Source: an optimization exercise on an open RTL-to-GDS flow (aim: small area). Production flows keep margins and buffers that such runs may drop. In this exercise RTL edits were held to simulation tests only and were not proved equivalent to the original. Power is estimated from default activity; no workload was simulated.

[flow/flow/abc_area_own.script]
strash
dch -f
amap
strash
dch -f
amap
topo
[flow/flow/cts_args.txt]
-sink_clustering_enable -repair_clock_nets -dont_use_dummy_load -sink_clustering_levels 1 -sink_clustering_size 32 -sink_clustering_max_diameter 300 -buf_list sky130_fd_sc_hd__clkbuf_8
[flow/flow/run.sh]
#!/bin/bash
# Own layout flow: the standard ORFS flow (standard.sh), with the synthesis
# mapped for area instead of speed (the 12 ns clock leaves ample slack):
#  - abc maps the combinational logic with an area-oriented script
#    (abc_area_own.script, used in place of ORFS's abc_speed.script),
#  - Yosys's adder cells (ha/fa) are not pre-placed, so abc maps adders too,
#  - the port buffers are the smallest buffer, sky130_fd_sc_hd__buf_1,
#  - CTS arguments from cts_args.txt, if present.
# Registers, their names and cell types are the standard synthesis's.
# Every tool's output goes to the ORFS logs under orfs/logs/ and to flow.log here.
set -euo pipefail
WORK=$(pwd)
SC="$WORK/scripts_own"
rm -rf "$SC"
cp -r "$FLOW_HOME/scripts" "$SC"
cp "$WORK/flow/abc_area_own.script" "$SC/abc_speed.script"
ARGS=("SCRIPTS_DIR=$SC" "ADDER_MAP_FILE=" "BUFFER_PORTS_ARGS=-buffer_cell sky130_fd_sc_hd__buf_1")
if [[ -f "$WORK/flow/cts_args.txt" ]]; then
    ARGS+=("CTS_ARGS=$(cat "$WORK/flow/cts_args.txt")")
fi
bash "$WORK/standard.sh" "${ARGS[@]}" finish > "$WORK/flow.log" 2>&1
[flow/config.mk]
export PLATFORM = sky130hd
export DESIGN_NAME = Cricket
export DESIGN_NICKNAME = Cricket
export VERILOG_FILES = /design/flow/design.v
export SDC_FILE = /design/flow/constraint.sdc
export NUM_CORES = 4
export LEC_CHECK = 0
export CAP_MARGIN = 20
export CORE_MARGIN = 2
export CORE_UTILIZATION = 40
export CTS_CLUSTER_DIAMETER = 200
export CTS_CLUSTER_SIZE = 50
export SLEW_MARGIN = 20
[flow/standard.sh]
#!/bin/bash
# synth_recipe.tcl (not shown) runs the flow's synth.tcl, then flattens the netlist and writes it again
# the make line also repeats each setting of config.mk as NAME=value (left out here)
make -C /OpenROAD-flow-scripts/flow DESIGN_CONFIG=/design/flow/config.mk WORK_HOME=/design/flow/orfs CLKGATE_MAP_FILE= SYNTH_SCRIPT=/design/flow/synth_recipe.tcl "${@:-finish}"
[flow/constraint.sdc]
create_clock -name core_clock -period 12.0 [get_ports {clk_fpga}]
set_input_delay 2.4000 -clock core_clock [delete_from_list [all_inputs] [get_ports {clk_fpga}]]
set_output_delay 2.4000 -clock core_clock [all_outputs]
set_load 0.01 [all_outputs]
[flow/design.v]
`timescale 1ns / 1ps
module Cricket(
    input clk_fpga,
    input reset,
    input btnU,
    input sw,
    output dp,
    output [6:0] seg,
    output [3:0] an,
    output [15:0] led
    );
    reg [11:0] count;
    reg new_press, stable, now_stable;
    wire cnt_low0 = (count[10:0] == 11'd0);
    wire cnt_term = ~count[11] & cnt_low0;
    wire cnt_fb = (count[11] & ~cnt_low0) ^ count[7] ^ count[1] ^ count[0];
    wire cnt_clr = reset | (btnU != new_press);
    always @(posedge clk_fpga) begin
        count <= cnt_clr ? 12'h001 : {count[10:0], cnt_fb};
        if (reset) begin
            new_press <= 0;
            stable <= 0;
        end else if (btnU == new_press) begin
            if (cnt_term)
                stable <= btnU;
        end else
            new_press <= btnU;
    end
    always @(posedge clk_fpga)
        now_stable <= stable;
    wire delivery = stable & ~now_stable;
    reg [5:1] shift;
    always @(posedge clk_fpga) begin
        if (reset) shift <= 5'b11111;
        else shift <= {shift[1] ^ shift[4], shift[5:2]};
    end
    wire [3:0] q  = {shift[3:1], shift[5] ^ shift[3]};
    wire [3:0] qp = {shift[2:1], shift[5] ^ shift[3], shift[4] ^ shift[2]};    
    reg [8:0] cnt;      
    reg [2:0] ph;       
    reg [4:0] hb;       
    wire cnt_end = (cnt == 9'd33);      
    always @(posedge clk_fpga) begin
        if (reset) begin
            cnt <= 0;
            ph <= 3'd1;
            hb <= 0;
        end else if (cnt_end) begin
            cnt <= 0;
            ph <= ph + 1'b1;
            hb <= (hb == 5'd20) ? 5'd0 : {hb[3:0], ~(hb[4] ^ hb[2])};    
        end else
            cnt <= {cnt[7:0], ~(cnt[8] ^ cnt[4])};
    end
    wire [1:0] digit = ph[2:1];
    reg [4:0] sc;
    wire sc_step = (ph == 3'd5) && (hb == 5'd0) && (cnt == 9'd0);    
    always @(posedge clk_fpga) begin
        if (reset)
            sc <= 0;
        else if (sc_step)
            sc <= (sc == 5'd14) ? 5'd31 : (sc == 5'd31) ? 5'd15 : sc + 1'b1;
    end
    reg [15:0] scroll;
    integer i;
    always @(*) begin
        for (i = 0; i < 16; i = i + 1)
            scroll[i] = sc[4] ? (sc[3:0] != i) : ((sc[3:0] > i) || (sc[3:0] == 4'd15));
    end
    reg [1:0] t1h, t2h;          
    reg [3:0] t1t, t2t;          
    reg [3:0] t1o, t2o;          
    reg [3:0] t1w, t2w;          
    reg [6:0] b1, b2;            
    reg selD;                    
    reg selL;                    
    reg pend;                    
    reg pendb;                   
    reg G;                       
    reg inningOver;
    wire [1:0] ch = selD ? t2h : t1h;
    wire [3:0] ct = selD ? t2t : t1t;
    wire [3:0] co = selD ? t2o : t1o;
    wire [3:0] cw = selD ? t2w : t1w;
    wire [6:0] cb = selL ? b2 : b1;
    wire over1 = (t1w >= 4'd10) || (b1 >= 7'd120);
    wire over2 = (t2w >= 4'd10) || (b2 >= 7'd120);
    wire gameOver = G | (over1 & over2);
    wire winner = ~({t1h, t1t, t1o} > {t2h, t2t, t2o});
    reg [2:0] d;
    always @(*) begin
        case (qp)
            3, 4, 5, 6: d = 3'd1;
            7, 8, 9:    d = 3'd2;
            10:         d = 3'd3;
            11:         d = 3'd4;
            12:         d = 3'd6;
            default:    d = 3'd0;
        endcase
    end
    wire wk = (qp == 4'd15);
    wire [4:0] o_sum = co + d;
    wire o_carry = (o_sum >= 5'd10);
    wire wrap = (ch == 2'd2) && (ct == 4'd5) && (o_sum >= 5'd6);
    wire [3:0] n_o = wrap ? o_sum - 5'd6 : o_carry ? o_sum - 5'd10 : o_sum[3:0];
    wire t_carry = o_carry && (ct == 4'd9);
    wire [3:0] n_t = (wrap || t_carry) ? 4'd0 : ct + o_carry;
    wire [1:0] n_h = wrap ? 2'd0 : ch + t_carry;
    wire [3:0] n_w = cw + wk;
    always @(posedge clk_fpga) begin
        if (reset) begin
            t1h <= 0; t1t <= 0; t1o <= 0; t1w <= 0;
            t2h <= 0; t2t <= 0; t2o <= 0; t2w <= 0;
            b1 <= 0; b2 <= 0;
            selD <= 0; selL <= 0;
            pend <= 0; pendb <= 0;
            G <= 0;
        end else begin
            if (pend && !selD) begin
                t1h <= n_h; t1t <= n_t; t1o <= n_o; t1w <= n_w;
            end
            if (pend && selD) begin
                t2h <= n_h; t2t <= n_t; t2o <= n_o; t2w <= n_w;
            end
            if (pendb && !selL) b1 <= cb + 1'b1;
            if (pendb && selL) b2 <= cb + 1'b1;
            if (!(delivery && cw >= 4'd10)) selD <= sw;
            if (!(delivery && inningOver)) selL <= sw;
            pend <= delivery && !gameOver && (cw < 4'd10);
            pendb <= delivery && !gameOver && !inningOver && (q != 4'd13) && (q != 4'd14);
            G <= gameOver;
        end
    end
    always @(posedge clk_fpga)
        inningOver <= !reset && ((cw >= 4'd10) || (cb >= 7'd120));
    assign led = G ? scroll : {9'd0, cb};
    reg [3:0] nd;
    always @(*) begin
        case (digit)
            2'd0: nd = (cw >= 4'd10) ? cw - 4'd10 : cw;
            2'd1: nd = co;
            2'd2: nd = ct;
            2'd3: nd = {2'b00, ch};
        endcase
    end
    reg [6:0] seg_n;        
    always @(*) begin
        case (nd)
            0: seg_n = 7'b100_0000;
            1: seg_n = 7'b111_1001;
            2: seg_n = 7'b010_0100;
            3: seg_n = 7'b011_0000;
            4: seg_n = 7'b001_1001;
            5: seg_n = 7'b001_0010;
            6: seg_n = 7'b000_0010;
            7: seg_n = 7'b111_1000;
            8: seg_n = 7'b000_0000;
            9: seg_n = 7'b001_0000;
            default: seg_n = 7'b000_1000;
        endcase
    end
    reg [6:0] seg_go;       
    always @(*) begin
        case (digit)
            2'd1: seg_go = winner ? 7'b010_0100 : 7'b111_1001;
            2'd3: seg_go = 7'b000_0111;
            default: seg_go = 7'b100_0000;
        endcase
    end
    reg [6:0] seg_io;       
    always @(*) begin
        case (digit)
            2'd0: seg_io = 7'b111_1101;
            2'd1: seg_io = 7'b100_0000;
            2'd2: seg_io = 7'b100_1111;
            2'd3: seg_io = 7'b101_1111;
        endcase
    end
    wire [6:0] segs = gameOver ? seg_go : inningOver ? seg_io : seg_n;
    assign seg = segs;
    assign an = ~(4'b0001 << digit);
    assign dp = ~(digit == 2'd1);
endmodule
==> results of run 1 <==
## Yosys cell counts (2+ instances only)
cell type and number:
a2111oi_0 2, a211oi_1 11, a21oi_1 39, a221oi_1 2, a22oi_1 44, a31oi_1 6
a32oi_1 2, a41oi_1 2, and3_1 4, clkinv_1 85, dfxtp_1 90, nand2_1 34
nand3_1 9, nor2_1 134, nor2b_1 15, nor3_1 17, nor4_1 7, o211ai_1 2
o21a_1 4, o21ai_0 29, o22ai_1 34, or2_0 4, or3_1 7, or4_1 2
## layer usage
metal	part of all wire [%]	track usage (%)	vias up
li1	-	-	2219
met1	48	26.3	2077
met2	46	32.6	96
met3	4.5	3.38	18
met4	1.8	7.60	0
met5	0	0	-
## flip-flops by register name, indices dropped and copies added, names as in the netlist, 2 cells and up
| name | count |
|---|---|
| b1 | 7 |
| b2 | 7 |
| cnt | 9 |
| count | 12 |
| hb | 5 |
| ph | 3 |
| sc | 5 |
| shift | 5 |
| t1h | 2 |
| t1o | 4 |
| t1t | 4 |
| t1w | 4 |
| t2h | 2 |
| t2o | 4 |
| t2t | 4 |
| t2w | 4 |
## report_power, final
| part | internal, uW | switching (uW) |
|---|---|---|
| Combinational | 10.7 | 25.9 |
| Sequential | 302 | 3.28 |
| Clock | 67.2 | 92.5 |
| Total | 380 | 122 |
## final cells by class
class,instances,area [sq um],area share [%]
Sequential cell,90,1800,37.4
Inverter,85,319,6.63
Multi-Input combinational cell,424,2250,46.7
Tap cell,140,175,3.64
Clock buffer,9,124,2.57
Timing Repair Buffer,35,148,3.07
## final timing paths
kind	start	endpoint	slack [ns]	cells after the start
worst max-delay path	selD	seg[3]	5.26	16
worst min-delay path	stable	now_stable	0.38	0
worst max register to register	selD	t1t[0]	7.87	13
worst min register to register	stable	now_stable	0.38	0
## kinds of logic after synthesis
| kind of cell | share of synthesized area [%] |
|---|---|
| compound gates | 27.9 |
| buf+inv | 7.47 |
| flops | 41.2 |
| simple gates | 23.5 |
## through the flow
step	hold slack, ns	util, %	setup slack (ns)
2_1_floorplan	0.351	-	6.56
3_3_place_gp	0.372	43.6	5.97
3_5_place_dp	0.379	43.6	5.76
4_1_cts	0.389	44.8	5.35
5_1_grt	0.391	44.8	4.88
6_report	0.383	44.8	5.26
==> results.ini, run 1 <==
[status]
status = finished clean

[final_layout]
layout.cells.non_filler = 783
antennaDiodeCount = 0
fillers = 1126
final_nets = 649
final_common_cell = nor2_1
final_cell_mix = nor2_1, dfxtp_1, clkinv_1
design_area_sq_um = 4810
layout-drive-gt1-share_pct = 2.18
syn_to_final_growth_pct = 10.0

[synth]
yosys_warnings = 1
synth_area_per_cell_sq_um = 7.29
synth_flop_cell = dfxtp_1
synth-seq-cells = 90
synthesis.nets = 604
postSynthCellCount = 600
ys_top_cells_by_area = dfxtp_1, nor2_1, a22oi_1
async_flop_share_pct = 0
synth.distinct_cells = 39
ys_seq_area_share_pct = 41.2
synth_top_area_share_pct = 41.2
synth-edff-count = 0
synth_area_sq_um = 4370
synth_top_cell_by_area = dfxtp_1

[worst_setup_path]
worstPathRequired_ns = 9.60
start_kind = flop
critPathTopFamily = compound AO/OA/AOI/OAI gates
cpMaxStageDelayCell = dfxtp_1
end_kind = output pin
critical_path.most_common_cell = nor2_1
critPathMaxStageDelay_ns = 0.67
worstPathArrival_ns = 4.34
cp_cell_sequence = clkinv_1 > o22ai_1 > nor2_1 > nor2_1 > clkinv_1 > nor2_1 > nor2_1 > a222oi_1 > clkinv_1 > nor2b_1 > nor2_1 > a31oi_1 > nor2_1 > nor2_1 > o21ai_0 > buf_1
path_max_fanout = 16
worst-path-buf-inv = 4
criticalPathCategory = reg -> out

[clock_tree]
clock_tree.root_cell = clkbuf_8
ctsHoldBuffers = 0
cts_htree_levels = 3
clock-sinks = 90
clk_pin_slew_ns = 0.08
numCtsBuffers = 9
clock_latency_ns = 0.37
tritoncts = yes
cts_resized = 0
cts_setup_buffers = 0
cts_max_path_buffers = 2

[grt]
grt_max_degree = 62
grt_overflow_total = 0
antenna_found_initial = 0
grtUsageTotal_pct = 20.0
grt_pass1_wl_microns = 18900
grt_pass1_vias = 4079

[floorplanning]
dieArea_sq_um = 11800
io_pins = 32
placementRows = 38
core_sq_um = 10700
fp.dieW_microns = 109
dieHeight_microns = 109
start_util_pct = 40.7

[placed_design]
io_buffers = 31
globalplace.congestion = 0.947
place_area_sq_um = 4690
dp_cells = 774
dpl.hpwl_microns = 8230

[routing]
routed_wl_microns = 11300
drcViolationCount = 0
drt_first_pass_iters = 8
ant_nets = 0
wl_per_cell_microns = 14.4
routed_via_density = 5.63
dr.first_iter.drc_count = 370
num_vias = 4410

[worst_hold_path]
hold_path.class = reg -> reg

[timing]
slew_headroom_pct = 55.5
fin_skew_ns = 0.0278
final_hold_viol_count = 0
setup-tns-final_ns = 0
fmax_ghz = 0.148
setup_viol = 0
rsz0062_at_grt = no
worstMarginPinSlew_ns = 0.665
period_needed_ns = 6.74
slew_viol_final = 0
post-route-period-util_pct = 56.2

[job]
maxCapViolations = 0

[power]
ir_drop_uv = 42.3
power.density_nw_per_um2 = 104
p_leak_uw = 0.00157
total_power_uw = 502

==> run 2: changes to the inputs <==
==> flow/flow/cts_args.txt (replaced) <==
-sink_clustering_enable -repair_clock_nets -dont_use_dummy_load -sink_clustering_size 50 -sink_clustering_max_diameter 200
==> results.ini, run 2 <==
[floorplanning]
dieArea_sq_um = 11800
io_pins = 32
dieHeight_microns = 109
fp.dieW_microns = 109
start_util_pct = 40.7
core_sq_um = 10700
placementRows = 38

[status]
status = finished clean

[synth]
synth-edff-count = 0
async_flop_share_pct = 0
postSynthCellCount = 600
synth_top_cell_by_area = dfxtp_1
synth.distinct_cells = 39
synth-seq-cells = 90
synth_area_per_cell_sq_um = 7.29
synth_top_area_share_pct = 41.2
synth_flop_cell = dfxtp_1
synth_area_sq_um = 4370
synth.top_cells.by_count = nor2_1, dfxtp_1, clkinv_1, a22oi_1, a21oi_1
ys_seq_area_share_pct = 41.2
synthesis.nets = 604
ys_top_cells_by_area = dfxtp_1, nor2_1, a22oi_1
yosysMostFrequentCell = nor2_1
yosys_warnings = 1

[power]
switchingPower_uw = 122
power.density_nw_per_um2 = 104
intPower_uw = 380
clkPwrFrac_pct = 31.8
power_frac_seq_pct = 60.9
ir_drop_uv = 42.3
switching_share_pct = 24.3
p_leak_uw = 0.00157
pwr-share-comb_pct = 7.3

[worst_setup_path]
start_kind = flop
worstPathArrival_ns = 4.34
cpMaxStageDelayCell = dfxtp_1
cp_cell_sequence = clkinv_1 > o22ai_1 > nor2_1 > nor2_1 > clkinv_1 > nor2_1 > nor2_1 > a222oi_1 > clkinv_1 > nor2b_1 > nor2_1 > a31oi_1 > nor2_1 > nor2_1 > o21ai_0 > buf_1
path_max_fanout = 16
criticalPathCategory = reg -> out
worstPathRequired_ns = 9.60
critical_path.most_common_cell = nor2_1
critPathMaxStageDelay_ns = 0.67
end_kind = output pin
reg2reg_slack_ns = 7.87

[clock_tree]
cts_htree_levels = 3
tritoncts = yes
ctsHoldBuffers = 0
numCtsBuffers = 9
cts_resized = 0
clock-sinks = 90
clock_tree.root_cell = clkbuf_8
clk_pin_slew_ns = 0.08
cts_setup_buffers = 0
clock_latency_ns = 0.37
cts_max_path_buffers = 2

[final_layout]
final_cell_mix = nor2_1, dfxtp_1, clkinv_1
layout-drive-gt1-share_pct = 2.18
reg.largest.list = count: 12 flops, cnt: 9 flops
design_area_sq_um = 4810
syn_to_final_growth_pct = 10.0
largest_register_ff_count = 12
layout.cells.non_filler = 783
antennaDiodeCount = 0
top_register = count
final_common_cell = nor2_1
final_nets = 649

[grt]
grt_overflow_total = 0
grt_max_degree = 62
grt_pass1_vias = 4079
grtUsageTotal_pct = 20.0
grt_pass1_wl_microns = 18900
antenna_found_initial = 0

[timing]
worstMarginPinSlew_ns = 0.665
final_hold_viol_count = 0
setup-tns-final_ns = 0
rsz0062_at_grt = no
fmax_ghz = 0.148
slew_headroom_pct = 55.5
fin_skew_ns = 0.0278
slew_viol_final = 0
post-route-period-util_pct = 56.2
setup_viol = 0
period_needed_ns = 6.74

[routing]
num_vias = 4410
drt_first_pass_iters = 8
routed-wl-met3_microns = 502
wl_met1_microns = 5360
wl_per_cell_microns = 14.4
routed_wl_microns = 11300
highest_layer = met4
routed_via_density = 5.63
dr.first_iter.drc_count = 370
ant_nets = 0
met2_length_microns = 5180
drcViolationCount = 0

[worst_hold_path]
hold_path.class = reg -> reg

[placed_design]
dpl.hpwl_microns = 8230
dp_cells = 774
place_area_sq_um = 4690
globalplace.congestion = 0.947
io_buffers = 31

[job]
maxCapViolations = 0

run 2: cell counts after synthesis:
Identical to the previous run, type by type.
run 2: power groups by stage:
| stage | logic, uW | registers (uW) | clock network, uW |
|---|---|---|---|
| 3_5_place_dp | 36.0 | 312 | 0 |
| 5_1_grt | 41.3 | 306 | 182 |
| 6_report | 36.7 | 305 | 160 |
| 3_3_place_gp | 34.9 | 312 | 0 |
| 2_1_floorplan | 24.6 | 311 | 0 |
| 4_1_cts | 36.3 | 305 | 168 |
run 2: logic make-up (layout without fill, tap and decap cells):
group	Yosys count	in the layout	synth area share, %
flip-flops	90	90	41.2
AO/OA/AOI/OAI	188	188	27.9
AND/OR/NAND/NOR	236	236	23.5
buffers and inverters	86	129	7.47
run 2: stage by stage:
stage          hold WS (ns)  setup slack [ns]  power, uW  utilization, %
6_report              0.383              5.26        502            44.8
2_1_floorplan         0.351              6.56        336               -
4_1_cts               0.389              5.35        510            44.8
5_1_grt               0.391              4.88        529            44.8
3_3_place_gp          0.372              5.97        347            43.6
3_5_place_dp          0.379              5.76        348            43.6
run 2: worst max-delay path: cells and delay by family (launching register included):
kind	cells	cell delay [ns]
flops	1	0.67
simple gates	8	0.93
buf+inv	4	0.99
compound gates	4	1.39
run 2: layout make-up:
cell class	count	area, sq um
fillers	1126	5930
multi-input cells	424	2250
flip-flops and latches	90	1800
inverters	85	319
well taps	140	175
repair buffers	35	148
clock buffers	9	124
run 2: routing by layer:
metal / GRT usage (%) / vias to the layer above
met2: 32.6 / 96
met4: 7.60 / 0
met5: 0 / -
met1: 26.3 / 2077
li1: - / 2219
met3: 3.38 / 18
run 2: path summary, 6_finish.rpt:
| path | end | cells after the start | start |
|---|---|---|---|
| min reg2reg | now_stable | 0 | stable |
| max reg2reg | t1t[0] | 13 | selD |
| max | seg[3] | 16 | selD |
| min | now_stable | 0 | stable |
==> run 3: changes to the inputs <==
--- a/flow/design.v
+++ b/flow/design.v
@@ -99,13 +99,13 @@
         endcase
     end
     wire wk = (qp == 4'd15);
-    wire [4:0] o_sum = co + d;
-    wire o_carry = (o_sum >= 5'd10);
-    wire wrap = (ch == 2'd2) && (ct == 4'd5) && (o_sum >= 5'd6);
-    wire [3:0] n_o = wrap ? o_sum - 5'd6 : o_carry ? o_sum - 5'd10 : o_sum[3:0];
-    wire t_carry = o_carry && (ct == 4'd9);
-    wire [3:0] n_t = (wrap || t_carry) ? 4'd0 : ct + o_carry;
-    wire [1:0] n_h = wrap ? 2'd0 : ch + t_carry;
+    wire [3:0] o_sum = co + d;
+    wire top = ch[1] && (ct == 4'd5);             
+    wire o_carry = top ? (o_sum >= 4'd6) : (o_sum >= 4'd10);
+    wire [3:0] n_o = o_carry ? o_sum - (top ? 4'd6 : 4'd10) : o_sum;
+    wire t_carry = o_carry && (top || ct == 4'd9);
+    wire [3:0] n_t = t_carry ? 4'd0 : ct + o_carry;
+    wire [1:0] n_h = (top && o_carry) ? 2'd0 : ch + t_carry;
     wire [3:0] n_w = cw + wk;
     always @(posedge clk_fpga) begin
         if (reset) begin
==> flow/flow/abc_area_own.script (replaced) <==
strash
balance
rewrite -l
refactor -l
balance -l
rewrite -l
rewrite -z -l
balance -l
refactor -z -l
rewrite -z -l
balance -l
dch -f
amap
strash
dch -f
amap
topo
==> results.ini, run 3 <==
[timing]
period_needed_ns = 6.26
fin_ws_ns = 5.74
slew_headroom_pct = 28.9
hold_slack_ns = 0.363
post-route-period-util_pct = 52.1
fin_skew_ns = 0.0250
rsz0062_at_grt = no
setup-tns-final_ns = 0
setup_viol = 0
final_hold_viol_count = 0
fmax_ghz = 0.160
slew_viol_final = 0
worstMarginPinSlew_ns = 1.06

[clock_tree]
numCtsBuffers = 9
clock-sinks = 90
cts_max_path_buffers = 2
clk_pin_slew_ns = 0.08
clock_latency_ns = 0.37
cts_setup_buffers = 0
cts_htree_levels = 3
clock_tree.root_cell = clkbuf_8
tritoncts = yes
ctsHoldBuffers = 0
cts_resized = 0

[synth]
synth_area_per_cell_sq_um = 7.45
synth.top_cells.by_count = nor2_1, dfxtp_1, clkinv_1, o21ai_0, a21oi_1
synth_top_family_by_area = compound AO/OA/AOI/OAI gates
synth-edff-count = 0
synth_area_sq_um = 4270
synth_top_cell_by_area = dfxtp_1
ys_top_cells_by_area = dfxtp_1, nor2_1, clkinv_1
synthesis.nets = 578
synthMuxAreaShare_pct = 0
synth_top_area_share_pct = 42.2
yosys_warnings = 1
ys_seq_area_share_pct = 42.2
synth-seq-cells = 90
synth_compound_area_share_pct = 30.0
synth_flop_cell = dfxtp_1
synth.distinct_cells = 41
synth_fa_ha_area_share_pct = 0
synthXorXnorAreaFrac_pct = 0
yosysMostFrequentCell = nor2_1
async_flop_share_pct = 0
postSynthCellCount = 574
yosys.area_share.simple_pct = 20.9

[routing]
drt_first_pass_iters = 5
wl_per_cell_microns = 14.3
ant_nets = 0
routed_via_density = 5.60
routed_wl_microns = 10800
num_vias = 4219
drcViolationCount = 0
dr.first_iter.drc_count = 296

[grt]
grt_max_degree = 41
antenna_found_initial = 0
grt_overflow_total = 0
grtUsageTotal_pct = 19.1
grt_pass1_vias = 3778
grt_pass1_wl_microns = 17800

[final_layout]
top_register = count
final_cell_mix = nor2_1, dfxtp_1, clkinv_1
syn_to_final_growth_pct = 10.2
layout-drive-gt1-share_pct = 2.27
final_common_cell = nor2_1
area.sequential_sq_um = 1800
antennaDiodeCount = 0
final_nets = 623
reg.largest.list = count: 12 flops, cnt: 9 flops
largest_register_ff_count = 12
fillers = 1043
multi_input_area_sq_um = 2180

[worst_setup_path]
critical_path.most_common_cell = o21ai_0
path_max_fanout = 16
end_kind = output pin
worstPathArrival_ns = 3.86
worstPathRequired_ns = 9.60
criticalPathCategory = reg -> out
start_kind = flop
cpMaxStageDelayCell = dfxtp_1
critPathTopFamily = compound AO/OA/AOI/OAI gates
cp_cell_sequence = clkinv_1 > o22ai_1 > nor2_1 > a21oi_1 > nor2_1 > a22oi_1 > clkinv_1 > o21ai_0 > o21ai_0 > o32a_1 > o21ai_0 > buf_1
critPathMaxStageDelay_ns = 0.69
worst-path-buf-inv = 3

[floorplanning]
dieArea_sq_um = 11500
io_pins = 32
placementRows = 37
fp.dieW_microns = 107
start_util_pct = 41.2
dieHeight_microns = 107
core_sq_um = 10400

[worst_hold_path]
hold_path.class = reg -> reg

[placed_design]
globalplace.congestion = 0.941
dpl.hpwl_microns = 7830
place_ws_ns = 6.16
io_buffers = 31

[power]
total_power_uw = 509
power.density_nw_per_um2 = 108
p_leak_uw = 0.00160
ir_drop_uv = 44.4

[job]
maxCapViolations = 0

[status]
status = finished clean

==> run 3: area by class of cell <==
class	count	area share, %
clock buffer	9	2.63
inverter	77	6.14
multi-input combinational	406	46.2
sequential	90	38.3
tap	136	3.61
timing repair buffer	35	3.14
==> run 3: path summary, 6_finish.rpt <==
kind	slack, ns	cells after the start	startpoint	to
setup / recovery	5.74	12	selD	seg[4]
hold / removal	0.36	0	stable	now_stable
setup reg to reg	7.54	16	selD	t1t[1]
hold reg to reg	0.36	0	stable	now_stable
==> run 3: where the power goes <==
part	switching [uW]	total [uW]	internal (uW)
clock network	94.9	162	67.4
registers	2.92	304	301
logic	28.8	42.3	13.5
==> run 3: cells by family (layout without fill, tap and decap cells) <==
logic type | after synthesis | after routing
buffers and inverters | 78 | 121
AND/OR/NAND/NOR | 204 | 204
AO/OA/AOI/OAI | 202 | 202
flip-flops | 90 | 90
==> run 3: routing by layer <==
layer  routed length [microns]  global-route usage, %  vias to the layer above
li1                          -                      -                     2159
met3                       461                   2.66                       22
met2                      4790                   30.6                      106
met5                         0                      0                        -
met1                      5270                   25.9                     1932
met4                       257                   7.88                        0
==> run 3: stage by stage <==
step	instance area, sq um	utilization, %	cells
2_1_floorplan	4270	-	574
3_3_place_gp	4580	44.2	744
3_5_place_dp	4580	44.2	744
4_1_cts	4710	45.4	753
5_1_grt	4710	45.4	753
6_report	4710	45.4	753
==> run 4: changes to the inputs <==
--- a/flow/flow/abc_area_own.script
+++ b/flow/flow/abc_area_own.script
@@ -14,4 +14,7 @@
 strash
 dch -f
 amap
+strash
+dch -f
+amap
 topo
==> results.ini, run 4 <==
[clock_tree]
cts_resized = 0
clock-sinks = 90
ctsHoldBuffers = 0
clock_tree.root_cell = clkbuf_8
cts_setup_buffers = 0
numCtsBuffers = 9
cts_max_path_buffers = 2
clk_pin_slew_ns = 0.09
tritoncts = yes
cts_htree_levels = 3
clock_latency_ns = 0.35

[final_layout]
final_common_cell = nor2_1
largest_register_ff_count = 12
syn_to_final_growth_pct = 10.3
top_register = count
fillers = 1068
antennaDiodeCount = 0
reg.largest.list = count: 12 flops, cnt: 9 flops
final_cell_mix = nor2_1, dfxtp_1, clkinv_1
final_nets = 623
layout.cells.non_filler = 753
layout-drive-gt1-share_pct = 2.43

[floorplanning]
dieArea_sq_um = 11600
io_pins = 32
dieHeight_microns = 107
core_sq_um = 10400
placementRows = 37
start_util_pct = 41.3
fp.dieW_microns = 107

[worst_setup_path]
worstPathArrival_ns = 3.72
path_max_fanout = 17
end_kind = output pin
worstPathRequired_ns = 9.60
r2r-start = selD
criticalPathCategory = reg -> out
start_kind = flop
cp-startpoint = selD

[timing]
setup-tns-final_ns = 0
worstMarginPinSlew_ns = 1.00
rsz0062_at_grt = no
slew_headroom_pct = 32.5
final_hold_viol_count = 0
fin_skew_ns = 0.0273
period_needed_ns = 6.12
post-route-period-util_pct = 51.0
slew_viol_final = 0
fmax_ghz = 0.164
setup_viol = 0

[grt]
grt_max_degree = 43
grtUsageTotal_pct = 19.3
grt_pass1_wl_microns = 18100
grt_overflow_total = 0
grt_pass1_vias = 3936
antenna_found_initial = 0

[synth]
synth-seq-cells = 90
synth-edff-count = 0
synth_area_per_cell_sq_um = 7.48
yosys_warnings = 1
yosysMostFrequentCell = nor2_1
async_flop_share_pct = 0
postSynthCellCount = 573
synth_top_area_share_pct = 42.1
synth.top_cells.by_count = nor2_1, dfxtp_1, clkinv_1, a21oi_1, o22ai_1
synth_top_cell_by_area = dfxtp_1
ys_seq_area_share_pct = 42.1
synth_area_sq_um = 4280
synthesis.nets = 577
synth.distinct_cells = 37
synth_flop_cell = dfxtp_1
ys_top_cells_by_area = dfxtp_1, nor2_1, clkinv_1

[power]
clkPwrFrac_pct = 31.2
p_leak_uw = 0.00161
switchingPower_uw = 128
power_frac_seq_pct = 59.4
switching_share_pct = 25.0
intPower_uw = 385
power.density_nw_per_um2 = 109
ir_drop_uv = 64.3
pwr-share-comb_pct = 9.4

[routing]
ant_nets = 0
drt_first_pass_iters = 5
num_vias = 4173
routed_via_density = 5.54
wl_per_cell_microns = 14.2
drcViolationCount = 0
dr.first_iter.drc_count = 323
routed_wl_microns = 10700

[placed_design]
dp_cells = 744
globalplace.congestion = 0.885
io_buffers = 31
dpl.hpwl_microns = 7820

[worst_hold_path]
min-delay-start = stable
hold_path.class = reg -> reg

[status]
status = finished clean

[job]
maxCapViolations = 0

[run 4: changes by cell type after synthesis, moves of 3 or more]
cell / change
nor2_1: +13
o21ai_0: -10
o221a_1: +7
a21oi_1: -5
o21a_1: +5
clkinv_1: -4
a221oi_1: -3
or2_0: +3
[run 4: layer usage]
layer | up-vias | wire [microns] | share of wire, % | track usage (%)
li1 | 2144 | - | - | -
met1 | 1890 | 4990 | 47 | 24.6
met2 | 122 | 4990 | 47 | 32.4
met3 | 17 | 517 | 4.8 | 4.12
met4 | 0 | 161 | 1.5 | 6.59
met5 | - | 0 | 0 | 0
[run 4: cell families (layout without fill, tap and decap cells)]
logic type,after synthesis,count (layout),share of synthesized area (%)
flip-flops,90,90,42.1
buffers and inverters,74,118,6.57
AND/OR/NAND/NOR,216,216,21.8
AO/OA/AOI/OAI,193,193,29.6
[run 4: cell type report]
class / count / area [sq um] / share of cell area [%]
multi-input cells: 409 / 2200 / 46.6
repair buffers: 36 / 155 / 3.28
well taps: 136 / 170 / 3.60
flip-flops and latches: 90 / 1800 / 38.1
inverters: 73 / 274 / 5.80
clock buffers: 9 / 124 / 2.62
[run 4: power by group through the flow]
stage | Sequential (uW) | Combinational [uW] | Clock, uW
after global placement | 311 | 47.2 | 0
final | 305 | 48.4 | 160
after global routing | 305 | 54.6 | 179
after detailed placement | 312 | 48.2 | 0
after floorplan | 311 | 34.6 | 0
after CTS | 305 | 48.4 | 167
[run 4: per-stage QoR]
step           setup WS [ns]  hold WS (ns)  utilization (%)  total power, uW  instance area (sq um)
2_1_floorplan           6.93         0.338                -              345                   4280
3_3_place_gp            6.50         0.339             44.4              359                   4600
3_5_place_dp            6.35         0.346             44.4              360                   4600
4_1_cts                 5.96         0.363             45.6              520                   4730
5_1_grt                 5.46         0.370             45.6              539                   4730
6_report                5.88         0.356             45.6              513                   4730
[run 4: worst paths after layout]
check	end	slack [ns]	depth (start not counted)
setup / recovery	seg[3]	5.88	12
setup reg to reg	t2h[1]	7.55	16
hold reg to reg	now_stable	0.36	0
hold / removal	now_stable	0.36	0
[run 4: critical path, stage by stage (launching register included)]
cell      delay (ns)
dfxtp_1         0.67
clkinv_1        0.57
o22ai_1         0.54
nor2_1          0.10
o21ai_0         0.23
o221ai_1        0.24
clkinv_1        0.13
o21ai_0         0.12
or2_0           0.25
o22ai_1         0.16
nor2_1          0.05
o21ai_0         0.14
buf_1           0.17
==> run 5: changes to the inputs <==
==> flow/flow/abc_area_own.script (replaced) <==
strash
dch -f
amap
strash
dch -f
amap
strash
dch -f
amap
topo
==> results.ini, run 5 <==
[status]
status = finished clean

[worst_setup_path]
end_kind = output pin
critPathTopFamily = compound AO/OA/AOI/OAI gates
reg2reg_slack_ns = 7.64
start_kind = flop
worst-path-buf-inv = 5
path_max_fanout = 17
cp-startpoint = selD
criticalPathCategory = reg -> out
crit_end = seg[3]
worstPathRequired_ns = 9.60
cpMaxStageDelayCell = dfxtp_1
critical_path.most_common_cell = clkinv_1
worstRegToRegCells = 16
worstPathArrival_ns = 4.10
cp_cell_sequence = clkinv_1 > o22ai_1 > clkinv_1 > nor2b_1 > nor2_1 > clkinv_1 > nor2_1 > a21oi_1 > o22ai_1 > a21oi_1 > o21ai_0 > clkinv_1 > o21ai_0 > o32ai_1 > nor2_1 > o21ai_0 > buf_1
r2r_end = t2t[3]
path_depth = 17
critPathMaxStageDelay_ns = 0.65
r2r-start = selD

[synth]
synth.distinct_cells = 39
yosys_warnings = 1
postSynthCellCount = 591
synth-seq-cells = 90
synth.top_cells.by_count = nor2_1, dfxtp_1, clkinv_1, a22oi_1, a21oi_1
synth-edff-count = 0
synth_flop_cell = dfxtp_1
synth_area_sq_um = 4350
synthesis.nets = 595
synth_top_area_share_pct = 41.4
synth_top_cell_by_area = dfxtp_1
yosysMostFrequentCell = nor2_1
async_flop_share_pct = 0
ys_seq_area_share_pct = 41.4
ys_top_cells_by_area = dfxtp_1, nor2_1, a22oi_1
synth_area_per_cell_sq_um = 7.36

[grt]
use_met2_pct = 29.9
grtUsageTotal_pct = 19.6
grtUsageMet3_pct = 3.62
grt_max_degree = 63
grt_pass1_vias = 3837
gr-max-usage-layer = met2
grt_pass1_wl_microns = 18300
grt_use_met1_pct = 27.1
antenna_found_initial = 0
grt_overflow_total = 0

[final_layout]
largest_register_ff_count = 12
final_nets = 639
multi_input_area_sq_um = 2240
fillers = 1120
design_area_sq_um = 4780
top_register = count
layout-drive-gt1-share_pct = 2.05
reg.largest.list = count: 12 flops, cnt: 9 flops
antennaDiodeCount = 0
area.sequential_sq_um = 1800
final_cell_mix = nor2_1, dfxtp_1, clkinv_1
final_common_cell = nor2_1
syn_to_final_growth_pct = 9.92

[clock_tree]
cts_max_path_buffers = 2
tritoncts = yes
clock_latency_ns = 0.37
ctsHoldBuffers = 0
clock-sinks = 90
cts_resized = 0
clk_pin_slew_ns = 0.08
clock_tree.root_cell = clkbuf_8
cts_htree_levels = 3
cts_setup_buffers = 0
numCtsBuffers = 9

[floorplanning]
placementRows = 38
dieHeight_microns = 108
fp.dieW_microns = 108
io_pins = 32
start_util_pct = 40.5
core_sq_um = 10700
dieArea_sq_um = 11700

[timing]
slew_viol_final = 0
slew_headroom_pct = 33.3
setup_viol = 0
period_needed_ns = 6.50
fin_skew_ns = 0.0353
setup-tns-final_ns = 0
post-route-period-util_pct = 54.2
final_hold_viol_count = 0
fmax_ghz = 0.154
rsz0062_at_grt = no
worstMarginPinSlew_ns = 0.989

[power]
ir_drop_uv = 78.1
p_leak_uw = 0.00161
power.density_nw_per_um2 = 108
total_power_uw = 516

[routing]
routed_via_density = 5.58
routed_wl_microns = 10900
drcViolationCount = 0
ant_nets = 0
dr.first_iter.drc_count = 247
wl_per_cell_microns = 14.1
num_vias = 4317
drt_first_pass_iters = 5

[worst_hold_path]
hold_path.class = reg -> reg

[placed_design]
dpl.hpwl_microns = 7900
place_area_sq_um = 4660
globalplace.congestion = 0.982
io_buffers = 31

[job]
maxCapViolations = 0

==> run 5: cell count changes after synthesis, sizes merged, moves of 4 or more <==
cell    delta
a21oi     -10
a22oi     +41
clkinv     +8
nor2      +13
nor3       +5
o21ai     -14
o221a     -13
o221ai     -4
o22ai     -13
==> run 5: final cells by class <==
cell class / count / share of cell area, %
clock buffers: 9 / 2.59
multi-input cells: 419 / 46.8
repair buffers: 34 / 2.93
well taps: 140 / 3.66
flip-flops and latches: 90 / 37.7
inverters: 81 / 6.36
==> run 5: power breakdown <==
group / leakage (uW) / total, uW / internal (uW) / switching, uW
Sequential: 0.000728 / 305 / 302 / 3.18
Clock: 0.0000647 / 159 / 67.1 / 92.1
Combinational: 0.000818 / 51.6 / 16.5 / 35.1
Total: 0.00161 / 516 / 386 / 130
==> run 5: worst min path at each step <==
| stage | start | to | slack, ns | depth (start not counted) |
|---|---|---|---|---|
| after floorplan | stable | now_stable | 0.35 | 0 |
| after detailed placement | stable | now_stable | 0.37 | 0 |
| after global placement | stable | now_stable | 0.36 | 0 |
| final | stable | now_stable | 0.38 | 0 |
| after CTS | stable | now_stable | 0.38 | 0 |
| after global routing | stable | now_stable | 0.39 | 0 |
==> run 5: logic make-up after synthesis <==
group,after synthesis,synth area share [%]
AO/OA/AOI/OAI,184,28.4
flip-flops,90,41.4
buffers and inverters,82,7.16
AND/OR/NAND/NOR,235,23.1
==> run 5: stage by stage <==
stage	worst slack, ns	hold slack [ns]	utilization (%)	cells
floorplan	6.71	0.351	-	591
global placement	6.17	0.363	43.4	764
detailed placement	6.03	0.369	43.4	764
CTS	5.61	0.383	44.5	773
global route	5.14	0.391	44.5	773
finish	5.50	0.376	44.5	773
==> run 5: metal layers <==
| layer | share of wire, % | vias to the layer above |
|---|---|---|
| li1 | - | 2194 |
| met1 | 48 | 1990 |
| met4 | 2.1 | 0 |
| met5 | 0 | - |
| met3 | 4.6 | 22 |
| met2 | 45 | 111 |
==> run 5: worst register-to-register path, cell delays in order, from the launching register on <==
cell      delay, ns
dfxtp_1        0.65
clkinv_1       0.54
a21oi_1        0.47
nand2_1        0.16
o21ai_0        0.13
nor2_1         0.08
clkinv_1       0.06
nor2_1         0.05
nor3_1         0.27
a21oi_1        0.14
o21ai_0        0.46
clkinv_1       0.24
a21oi_1        0.30
clkinv_1       0.17
a221oi_1       0.34
a22oi_1        0.11
nor2_1         0.09
==> run 6: changes to the inputs <==
==> flow/flow/abc_area_own.script (replaced) <==
strash
dch -f
amap
strash
dch -f
amap
topo
==> results.ini, run 6 <==
[grt]
grt_pass1_wl_microns = 18000
grt_overflow_total = 0
grt_max_degree = 62
grtUsageTotal_pct = 19.2
grt_pass1_vias = 3899
antenna_found_initial = 0

[placed_design]
globalplace.congestion = 0.933
place_area_sq_um = 4690
dpl.hpwl_microns = 8040
io_buffers = 31

[routing]
routed_via_density = 5.55
num_vias = 4321
drt_first_pass_iters = 5
wl_per_cell_microns = 14.1
ant_nets = 0
dr.first_iter.drc_count = 362
drcViolationCount = 0
routed_wl_microns = 11000

[floorplanning]
placementRows = 38
fp.dieW_microns = 109
dieHeight_microns = 109
start_util_pct = 40.7
core_sq_um = 10700
io_pins = 32
dieArea_sq_um = 11800

[synth]
synth_top_area_share_pct = 41.2
ys_seq_area_share_pct = 41.2
synth_area_per_cell_sq_um = 7.33
synth-seq-cells = 90
synth.distinct_cells = 34
synth_area_sq_um = 4370
yosys_warnings = 1
yosysMostFrequentCell = nor2_1
synth.top_cells.by_count = nor2_1, dfxtp_1, clkinv_1, a22oi_1, a21oi_1
postSynthCellCount = 596
ys_top_cells_by_area = dfxtp_1, nor2_1, a22oi_1
synth_flop_cell = dfxtp_1
synth-edff-count = 0
synth_top_cell_by_area = dfxtp_1
synthesis.nets = 600
async_flop_share_pct = 0

[clock_tree]
cts_setup_buffers = 0
clk_pin_slew_ns = 0.07
cts_resized = 0
ctsHoldBuffers = 0
clock_tree.root_cell = clkbuf_8
cts_max_path_buffers = 2
cts_htree_levels = 3
clock_latency_ns = 0.36
clock-sinks = 90
tritoncts = yes
numCtsBuffers = 9

[job]
maxCapViolations = 0

[worst_hold_path]
hold_path.class = reg -> reg
min-delay-start = stable

[worst_setup_path]
path_max_fanout = 17
critPathMaxStageDelay_ns = 0.70
end_kind = output pin
worstRegToRegCells = 14
critPathTopFamily = compound AO/OA/AOI/OAI gates
cp_cell_sequence = clkinv_1 > o22ai_1 > clkinv_1 > nor2_1 > a22oi_1 > o2111ai_1 > a21oi_1 > o21ai_0 > a221oi_1 > o21ai_0 > buf_1
start_kind = flop
r2r-start = selD
path_depth = 11
cp-startpoint = selD
worstPathRequired_ns = 9.60
worstPathArrival_ns = 4.01
criticalPathCategory = reg -> out
reg2reg_slack_ns = 7.74
cpMaxStageDelayCell = dfxtp_1
crit_end = seg[3]
worst-path-buf-inv = 3
r2r_end = t1h[1]

[final_layout]
final_nets = 645
final_common_cell = nor2_1
final_cell_mix = nor2_1, dfxtp_1, clkinv_1
syn_to_final_growth_pct = 10.0
largest_register_ff_count = 12
design_area_sq_um = 4810
layout-drive-gt1-share_pct = 2.19
antennaDiodeCount = 0
top_register = count
reg.largest.list = count: 12 flops, cnt: 9 flops

[timing]
setup-tns-final_ns = 0
hold_slack_ns = 0.368
period_needed_ns = 6.41
post-route-period-util_pct = 53.4
slew_headroom_pct = 33.8
fin_skew_ns = 0.0197
worstMarginPinSlew_ns = 0.984
slew_viol_final = 0
rsz0062_at_grt = no
fmax_ghz = 0.156
setup_viol = 0
final_hold_viol_count = 0

[status]
status = finished clean

[power]
p_leak_uw = 0.00159
ir_drop_uv = 40.8
power.density_nw_per_um2 = 104

==> run 6: cell count changes after synthesis, moves of 3 or more <==
cell,change
clkinv_1,+4
nand3_1,+4
nand2_1,+3
o21ai_0,-3
nor2_1,-4
==> run 6: area by class of cell <==
type | instances | area [sq um]
multi-input combinational | 420 | 2240
timing repair buffer | 35 | 148
fill | 1107 | 5940
tap | 140 | 175
clock buffer | 9 | 124
sequential | 90 | 1800
inverter | 85 | 319
==> run 6: kinds of logic (layout without fill, tap and decap cells) <==
group,after synthesis,after routing,share of synthesized area [%]
AND/OR/NAND/NOR,233,233,22.7
buffers and inverters,86,129,7.47
AO/OA/AOI/OAI,187,187,28.6
flip-flops,90,90,41.2
==> run 6: layer usage <==
metal  GRT usage (%)  part of all wire, %  up-vias
met5               0                    0        -
met4            6.50                  1.5        0
met3            4.70                  5.7       17
met2            31.8                   46      125
met1            24.3                   46     1962
li1                -                    -     2217
==> run 6: power by group <==
part           total (uW)  internal, uW  switching (uW)
sequential            304           302            2.83
clock                 158          67.2            90.6
combinational        37.4          11.7            25.7
total                 500           380             119
==> run 6: metrics by stage <==
step	utilization (%)	cells	setup slack [ns]	total power, uW
after floorplan	-	596	6.83	336
after global placement	43.6	770	6.37	348
after detailed placement	43.6	770	6.06	348
after CTS	44.8	779	5.67	506
after global routing	44.8	779	5.15	524
final	44.8	779	5.59	500
==> run 6: worst min-delay path by stage <==
stage,endpoint,slack (ns),cells past startpoint
floorplan,now_stable,0.35,0
global placement,now_stable,0.36,0
detailed placement,now_stable,0.36,0
CTS,now_stable,0.37,0
global route,now_stable,0.38,0
finish,now_stable,0.37,0
==> run 7: changes to the inputs <==
--- a/flow/design.v
+++ b/flow/design.v
@@ -112,7 +112,6 @@
             t1h <= 0; t1t <= 0; t1o <= 0; t1w <= 0;
             t2h <= 0; t2t <= 0; t2o <= 0; t2w <= 0;
             b1 <= 0; b2 <= 0;
-            selD <= 0; selL <= 0;
             pend <= 0; pendb <= 0;
             G <= 0;
         end else begin
@@ -124,12 +123,14 @@
             end
             if (pendb && !selL) b1 <= cb + 1'b1;
             if (pendb && selL) b2 <= cb + 1'b1;
-            if (!(delivery && cw >= 4'd10)) selD <= sw;
-            if (!(delivery && inningOver)) selL <= sw;
             pend <= delivery && !gameOver && (cw < 4'd10);
             pendb <= delivery && !gameOver && !inningOver && (q != 4'd13) && (q != 4'd14);
             G <= gameOver;
         end
+    end
+    always @(posedge clk_fpga) begin
+        if (!(delivery && cw >= 4'd10)) selD <= sw;
+        if (!(delivery && inningOver)) selL <= sw;
     end
     always @(posedge clk_fpga)
         inningOver <= !reset && ((cw >= 4'd10) || (cb >= 7'd120));
==> flow/flow/abc_area_own.script (replaced) <==
strash
balance
rewrite -l
refactor -l
balance -l
rewrite -l
rewrite -z -l
balance -l
refactor -z -l
rewrite -z -l
balance -l
dch -f
amap
strash
dch -f
amap
topo
--- a/flow/config.mk
+++ b/flow/config.mk
@@ -7,7 +7,7 @@
 export LEC_CHECK = 0
 export CAP_MARGIN = 20
 export CORE_MARGIN = 2
-export CORE_UTILIZATION = 40
+export CORE_UTILIZATION = 70
 export CTS_CLUSTER_DIAMETER = 200
 export CTS_CLUSTER_SIZE = 50
 export SLEW_MARGIN = 20
==> results.ini, run 7 <==
[status]
status = finished clean

[timing]
fmax_ghz = 0.161
post-route-period-util_pct = 51.7
slew_viol_final = 0
fin_skew_ns = 0.0205
worstMarginPinSlew_ns = 0.940
setup-tns-final_ns = 0
rsz0062_at_grt = no
setup_viol = 0
final_hold_viol_count = 0
period_needed_ns = 6.20
slew_headroom_pct = 36.8

[synth]
synth_top_cell_by_area = dfxtp_1
async_flop_share_pct = 0
ys_seq_area_share_pct = 42.4
ys_top_cells_by_area = dfxtp_1, nor2_1, clkinv_1
synth-seq-cells = 90
synth_flop_cell = dfxtp_1
synthesis.nets = 578
yosysMostFrequentCell = nor2_1
synth.top_cells.by_count = nor2_1, dfxtp_1, clkinv_1, o21ai_0, a21oi_1
postSynthCellCount = 574
synth_area_sq_um = 4290
synth-edff-count = 2
synth_area_per_cell_sq_um = 7.48
synth_top_area_share_pct = 41.0
yosys_warnings = 1
synth.distinct_cells = 39

[final_layout]
largest_register_ff_count = 12
final_common_cell = nor2_1
syn_to_final_growth_pct = 7.99
layout-drive-gt1-share_pct = 1.95
final_nets = 621
antennaDiodeCount = 0
final_cell_mix = nor2_1, dfxtp_1, clkinv_1
reg.largest.list = count: 12 flops, cnt: 9 flops
fin_util_pct = 78.3
top_register = count

[floorplanning]
core_sq_um = 5920
fp.dieW_microns = 82.3
io_pins = 32
placementRows = 28
dieArea_sq_um = 6770
dieHeight_microns = 82.3
start_util_pct = 72.5

[grt]
antenna_found_initial = 0
grtUsageMet3_pct = 5.76
use_met2_pct = 53.3
grt_use_met1_pct = 39.0
grt_max_degree = 41
gr-max-usage-layer = met2
grt_overflow_total = 0
grt_pass1_vias = 3941
grt_pass1_wl_microns = 16900
grtUsageTotal_pct = 31.9

[placed_design]
globalplace.congestion = 0.913
dpl.hpwl_microns = 7360
io_buffers = 31

[clock_tree]
cts_htree_levels = 3
numCtsBuffers = 9
tritoncts = yes
clk_pin_slew_ns = 0.09
clock_tree.root_cell = clkbuf_8
clock_latency_ns = 0.35
ctsHoldBuffers = 0
cts_max_path_buffers = 2
cts_resized = 0
cts_setup_buffers = 0
clock-sinks = 90

[routing]
drt_first_pass_iters = 5
ant_nets = 0
routed_via_density = 6.38
routed_wl_microns = 10400
drcViolationCount = 0
num_vias = 4401
dr.first_iter.drc_count = 282
wl_per_cell_microns = 15.0

[worst_setup_path]
cpMaxStageDelayCell = edfxtp_1
cp_cell_sequence = clkinv_1 > o22ai_1 > clkinv_1 > nor2_1 > a21oi_1 > o32ai_1 > clkinv_1 > o21ai_0 > clkinv_1 > nor2_1 > a221oi_1 > a21oi_1 > buf_1
start_kind = flop
cp-startpoint = selD
end_kind = output pin
criticalPathCategory = reg -> out
critPathMaxStageDelay_ns = 0.65
worstPathRequired_ns = 9.60
worstPathArrival_ns = 3.80
r2r-start = selD
path_max_fanout = 16
critical_path.most_common_cell = clkinv_1

[worst_hold_path]
min-delay-start = stable
hold_path.class = reg -> reg

[power]
ir_drop_uv = 82.8
power.density_nw_per_um2 = 109
p_leak_uw = 0.00164

[job]
maxCapViolations = 0

-- run 7: power breakdown --
part / switching, uW / internal [uW] / total [uW]
registers: 3.04 / 303 / 306
logic: 29.3 / 13.1 / 42.4
clock network: 90.1 / 67.2 / 157
total: 122 / 383 / 505
-- run 7: worst paths after layout --
check               end  slack [ns]  cells after the start
min          now_stable        0.36                      0
max              seg[5]        5.80                     13
max reg2reg      t1t[1]        7.59                     15
min reg2reg  now_stable        0.36                      0
-- run 7: cell type report --
cell class / instances / area (sq um)
repair buffers: 33 / 133
flip-flops and latches: 90 / 1820
well taps: 75 / 93.8
clock buffers: 9 / 124
inverters: 78 / 293
fillers: 444 / 1280
multi-input cells: 405 / 2170
-- run 7: cell families after synthesis --
| logic type | synth area share (%) |
|---|---|
| and+or+nand+nor | 20.9 |
| AOI/OAI and AO/OA | 29.7 |
| DFF | 42.4 |
| buffers and inverters | 7.00 |
-- run 7: per-layer routing --
layer / share of wire, % / vias to the layer above
li1: - / 2153
met1: 42 / 2002
met2: 47 / 209
met3: 7.2 / 37
met4: 2.9 / 0
met5: 0 / -
-- run 7: critical path, delay by kind of cell (launching register included) --
kind                   cells  cell delay (ns)
AO/OA/AOI/OAI              6             1.36
buffers and inverters      5             1.18
flip-flops                 1             0.65
AND/OR/NAND/NOR            2             0.27
-- run 7: through the flow --
| step | area (sq um) | total power, uW | setup WS [ns] | hold WS [ns] | cells |
|---|---|---|---|---|---|
| final | 4640 | 505 | 5.80 | 0.358 | 690 |
| after global routing | 4640 | 521 | 5.49 | 0.371 | 690 |
| after CTS | 4640 | 505 | 5.88 | 0.361 | 690 |
| after detailed placement | 4510 | 353 | 6.29 | 0.348 | 681 |
| after global placement | 4510 | 352 | 6.43 | 0.344 | 681 |
| after floorplan | 4290 | 341 | 6.84 | 0.338 | 574 |
==> run 8: changes to the inputs <==
--- a/flow/config.mk
+++ b/flow/config.mk
@@ -7,7 +7,7 @@
 export LEC_CHECK = 0
 export CAP_MARGIN = 20
 export CORE_MARGIN = 2
-export CORE_UTILIZATION = 70
+export CORE_UTILIZATION = 40
 export CTS_CLUSTER_DIAMETER = 200
 export CTS_CLUSTER_SIZE = 50
 export SLEW_MARGIN = 20
==> results.ini, run 8 <==
[status]
status = finished clean

[timing]
setup-tns-final_ns = 0
fin_skew_ns = 0.0196
fmax_ghz = 0.159
worstMarginPinSlew_ns = 0.951
rsz0062_at_grt = no
period_needed_ns = 6.29
final_hold_viol_count = 0
post-route-period-util_pct = 52.4
fin_ws_ns = 5.71
slew_headroom_pct = 36.0
setup_viol = 0
slew_viol_final = 0

[placed_design]
dpl.hpwl_microns = 7790
globalplace.congestion = 0.845
dp_cells = 742
place_ws_ns = 6.20
io_buffers = 31

[worst_setup_path]
path_max_fanout = 16
worst-path-buf-inv = 5
worstPathRequired_ns = 9.60
cpMaxStageDelayCell = edfxtp_1
start_kind = flop
criticalPathCategory = reg -> out
path_depth = 13
critPathTopFamily = compound AO/OA/AOI/OAI gates
critical_path.most_common_cell = clkinv_1
worstPathArrival_ns = 3.89
cp_cell_sequence = clkinv_1 > o22ai_1 > clkinv_1 > nor2_1 > a21oi_1 > o32ai_1 > clkinv_1 > o21ai_0 > clkinv_1 > nor2_1 > a221oi_1 > a21oi_1 > buf_1
critPathMaxStageDelay_ns = 0.68
end_kind = output pin
worstRegToRegCells = 15

[routing]
num_vias = 4202
wl_per_cell_microns = 14.4
drt_first_pass_iters = 7
routed_via_density = 5.60
dr.first_iter.drc_count = 266
drcViolationCount = 0
routed_wl_microns = 10800
ant_nets = 0

[floorplanning]
core_sq_um = 10400
start_util_pct = 41.4
fp.dieW_microns = 108
placementRows = 37
dieHeight_microns = 108
io_pins = 32
dieArea_sq_um = 11600

[clock_tree]
ctsHoldBuffers = 0
clk_pin_slew_ns = 0.08
clock-sinks = 90
clock_latency_ns = 0.35
cts_max_path_buffers = 2
tritoncts = yes
cts_htree_levels = 3
cts_setup_buffers = 0
cts_resized = 0
clock_tree.root_cell = clkbuf_8
numCtsBuffers = 9

[job]
maxCapViolations = 0

[synth]
synth_area_sq_um = 4290
yosys_warnings = 1
synth_flop_cell = dfxtp_1
synth_top_area_share_pct = 41.0
synth_top_cell_by_area = dfxtp_1
async_flop_share_pct = 0
yosysMostFrequentCell = nor2_1
synth.top_cells.by_count = nor2_1, dfxtp_1, clkinv_1, o21ai_0, a21oi_1
synth-seq-cells = 90
ys_seq_area_share_pct = 42.4
ys_top_cells_by_area = dfxtp_1, nor2_1, clkinv_1
postSynthCellCount = 574
synthesis.nets = 578
synth-edff-count = 2
synth_area_per_cell_sq_um = 7.48
synth.distinct_cells = 39

[final_layout]
largest_register_ff_count = 12
final_cell_mix = nor2_1, dfxtp_1, clkinv_1
layout-drive-gt1-share_pct = 1.95
reg.largest.list = count: 12 flops, cnt: 9 flops
top_register = count
layout.cells.non_filler = 751
fin_util_pct = 45.4
final_common_cell = nor2_1
final_nets = 621
syn_to_final_growth_pct = 9.76
antennaDiodeCount = 0

[worst_hold_path]
hold_path.class = reg -> reg
whs_path_depth = 0

[power]
ir_drop_uv = 66.1
total_power_uw = 508
power.density_nw_per_um2 = 108
p_leak_uw = 0.00164

[grt]
grt_pass1_wl_microns = 18500
grtUsageTotal_pct = 19.9
grt_overflow_total = 0
antenna_found_initial = 0
grt_pass1_vias = 3894
grt_max_degree = 41

==> run 8: cell counts in the layout (fill, tap and decap cells not counted) <==
Identical to the previous run, type by type.
==> run 8: where the power goes <==
part / leakage, uW / switching (uW) / internal [uW]
clock: 0.0000647 / 93.5 / 67.3
combinational: 0.000838 / 28.9 / 13.1
sequential: 0.000732 / 2.91 / 302
==> run 8: per-stage QoR <==
step           hold WS [ns]  area (sq um)
2_1_floorplan         0.338          4290
3_3_place_gp          0.339          4590
3_5_place_dp          0.344          4590
4_1_cts               0.358          4710
5_1_grt               0.367          4710
6_report              0.356          4710
==> run 8: final timing paths <==
check / to / start / slack (ns)
hold reg to reg: now_stable / stable / 0.36
setup / recovery: seg[5] / selD / 5.71
hold / removal: now_stable / stable / 0.36
setup reg to reg: t1h[1] / selD / 7.59
==> run 8: kinds of logic after synthesis <==
family	share of synthesized area [%]
simple gates	20.9
flops	42.4
compound gates	29.7
buf+inv	7.00
==> run 8: layout make-up <==
class	count	area, sq um
fillers	1085	5660
flip-flops and latches	90	1820
multi-input cells	405	2170
inverters	78	293
clock buffers	9	124
well taps	136	170
repair buffers	33	133
==> run 8: layer usage <==
metal  part of all wire (%)  vias to the layer above  track usage (%)
met1                     48                     1941             26.1
met2                     47                      109             32.8
met3                    4.3                       12             3.51
met5                      0                        -                0
li1                       -                     2140                -
met4                    1.3                        0             7.05
==> run 9: changes to the inputs <==
--- a/flow/flow/abc_area_own.script
+++ b/flow/flow/abc_area_own.script
@@ -1,3 +1,14 @@
+strash
+balance
+rewrite -l
+refactor -l
+balance -l
+rewrite -l
+rewrite -z -l
+balance -l
+refactor -z -l
+rewrite -z -l
+balance -l
 strash
 balance
 rewrite -l
==> results.ini, run 9 <==
[status]
status = finished clean

[final_layout]
reg.largest.list = count: 12 flops, cnt: 9 flops
layout-drive-gt1-share_pct = 2.11
multi_input_area_sq_um = 2130
fillers = 1082
final_nets = 621
final_cell_mix = nor2_1, dfxtp_1, clkinv_1
area.sequential_sq_um = 1820
top_register = count
largest_register_ff_count = 12
final_common_cell = nor2_1
antennaDiodeCount = 0
syn_to_final_growth_pct = 10.2

[clock_tree]
cts_htree_levels = 3
numCtsBuffers = 9
tritoncts = yes
cts_resized = 0
cts_max_path_buffers = 2
clock_latency_ns = 0.37
clk_pin_slew_ns = 0.08
ctsHoldBuffers = 0
clock-sinks = 90
clock_tree.root_cell = clkbuf_8
cts_setup_buffers = 0

[floorplanning]
placementRows = 37
io_pins = 32
fp.dieW_microns = 107
start_util_pct = 41.2
dieArea_sq_um = 11500
core_sq_um = 10300
dieHeight_microns = 107

[grt]
grtUsageTotal_pct = 19.0
grt_overflow_total = 0
antenna_found_initial = 0
grt_pass1_wl_microns = 17700
grt_pass1_vias = 3881
grt_max_degree = 39

[routing]
dr.first_iter.drc_count = 290
ant_nets = 0
num_vias = 4164
routed_via_density = 5.54
wl_per_cell_microns = 14.1
drt_first_pass_iters = 5
drcViolationCount = 0
routed_wl_microns = 10600

[synth]
synth_top_cell_by_area = dfxtp_1
synth_flop_cell = dfxtp_1
ys_top_cells_by_area = dfxtp_1, nor2_1, clkinv_1
synth_area_per_cell_sq_um = 7.44
postSynthCellCount = 572
yosysMostFrequentCell = nor2_1
synthesis.nets = 576
synth.distinct_cells = 37
synth.top_cells.by_count = nor2_1, dfxtp_1, clkinv_1, a21oi_1, o21ai_0
ys_seq_area_share_pct = 42.8
async_flop_share_pct = 0
yosys_warnings = 1
synth_top_area_share_pct = 41.4
synth_area_sq_um = 4260
synth-seq-cells = 90
synth-edff-count = 2

[power]
switching_share_pct = 23.8
intPower_uw = 382
power.density_nw_per_um2 = 107
switchingPower_uw = 119
p_leak_uw = 0.00158
clkPwrFrac_pct = 31.7
pwr-share-comb_pct = 7.3
power_frac_seq_pct = 61.0
ir_drop_uv = 64.6

[timing]
slew_headroom_pct = 47.8
period_needed_ns = 6.37
post-route-period-util_pct = 53.1
rsz0062_at_grt = no
fin_skew_ns = 0.0321
slew_viol_final = 0
hold_slack_ns = 0.358
setup_viol = 0
fmax_ghz = 0.157
setup-tns-final_ns = 0
worstMarginPinSlew_ns = 0.778
final_hold_viol_count = 0

[worst_setup_path]
end_kind = output pin
worstRegToRegCells = 20
worstPathArrival_ns = 3.97
path_max_fanout = 16
start_kind = flop
criticalPathCategory = reg -> out
worstPathRequired_ns = 9.60

[worst_hold_path]
hold_path.class = reg -> reg
whs_path_depth = 0

[placed_design]
io_buffers = 31
dpl.hpwl_microns = 7780
globalplace.congestion = 0.869

[job]
maxCapViolations = 0

==> run 9: stage by stage <==
step / utilization [%] / cell area [sq um] / std cells / total power (uW) / setup slack [ns]
finish: 45.4 / 4690 / 751 / 501 / 5.63
global route: 45.4 / 4690 / 751 / 524 / 5.25
CTS: 45.4 / 4690 / 751 / 506 / 5.71
detailed placement: 44.2 / 4570 / 742 / 349 / 6.09
global placement: 44.2 / 4570 / 742 / 348 / 6.29
floorplan: - / 4260 / 572 / 337 / 6.82
==> run 9: final cells by class <==
class                      instances  area share, %
multi-input combinational        403           45.5
sequential                        90           38.8
inverter                          78           6.24
tap                              136           3.63
timing repair buffer              35           3.12
clock buffer                       9           2.64
==> run 9: logic make-up (layout without fill, tap and decap cells) <==
group	after synthesis	in the layout	synth area share, %
AO/OA/AOI/OAI	208	208	30.1
AND/OR/NAND/NOR	195	195	20.0
flip-flops	90	90	42.8
buffers and inverters	79	122	7.05
==> run 9: final timing paths <==
| check | start | to | slack, ns |
|---|---|---|---|
| worst max-delay path | selD | seg[1] | 5.63 |
| worst min register to register | stable | now_stable | 0.36 |
| worst max register to register | selD | t2t[3] | 7.52 |
| worst min-delay path | stable | now_stable | 0.36 |
==> run 9: power by group through the flow <==
stage	sequential, uW	combinational [uW]	clock [uW]
6_report	305	36.6	158
2_1_floorplan	311	25.5	0
3_3_place_gp	312	35.7	0
5_1_grt	306	41.4	176
4_1_cts	305	36.6	164
3_5_place_dp	312	36.4	0
==> run 9: routing by layer <==
layer	up-vias	global-route usage, %	routed length [microns]
li1	2137	-	-
met1	1921	24.7	5110
met2	93	31.0	4890
met3	13	4.32	461
met4	0	6.68	144
met5	-	0	0
==> run 9: worst max-delay path: stages (launching register included) <==
cell	delay, ns
edfxtp_1	0.70
clkinv_1	0.54
o22ai_1	0.48
clkinv_1	0.19
a21oi_1	0.16
nor2_1	0.06
a22oi_1	0.30
clkinv_1	0.19
a21oi_1	0.27
o21ai_0	0.17
nor2_1	0.13
a21oi_1	0.05
o21ai_0	0.21
buf_1	0.17

==> what the ideal ports hide <==
Ports are ideal in the flow. The routed layouts listed here were re-timed in OpenROAD.
Step 1: set_driving_cell puts a clkbuf_16 on clk_fpga and a buf_2 on each other input, an assumption about the parent block.
Step 2, shift: input delay + t, output delay - t, t = (earliest + latest rising clock arrival at the registers) / 2. This alone moves slack from input paths to output paths.
Three values: ideal ports, drivers, drivers and shift; two values: the first two.
run	t (ns)	setup WS [ns]	worst data-port slew with drivers (ns)
run 1	0.387	5.258 / 5.226 / 5.613	0.03
run 2	0.387	5.258 / 5.226 / 5.613	0.03
run 3	0.384	5.743 / 5.709 / 6.092	0.04
run 4	0.374	5.884 / 5.850 / 6.224	0.05
run 5	0.385	5.501 / 5.470 / 5.854	0.03
run 6	0.379	5.588 / 5.557 / 5.935	0.03
run 7	0.374	5.800 / 5.769 / 6.143	0.03
run 8	0.382	5.709 / 5.671 / 6.053	0.04
run 9	0.381	5.627 / 5.594 / 5.975	0.04
After both steps setup and hold are still met in every run listed.
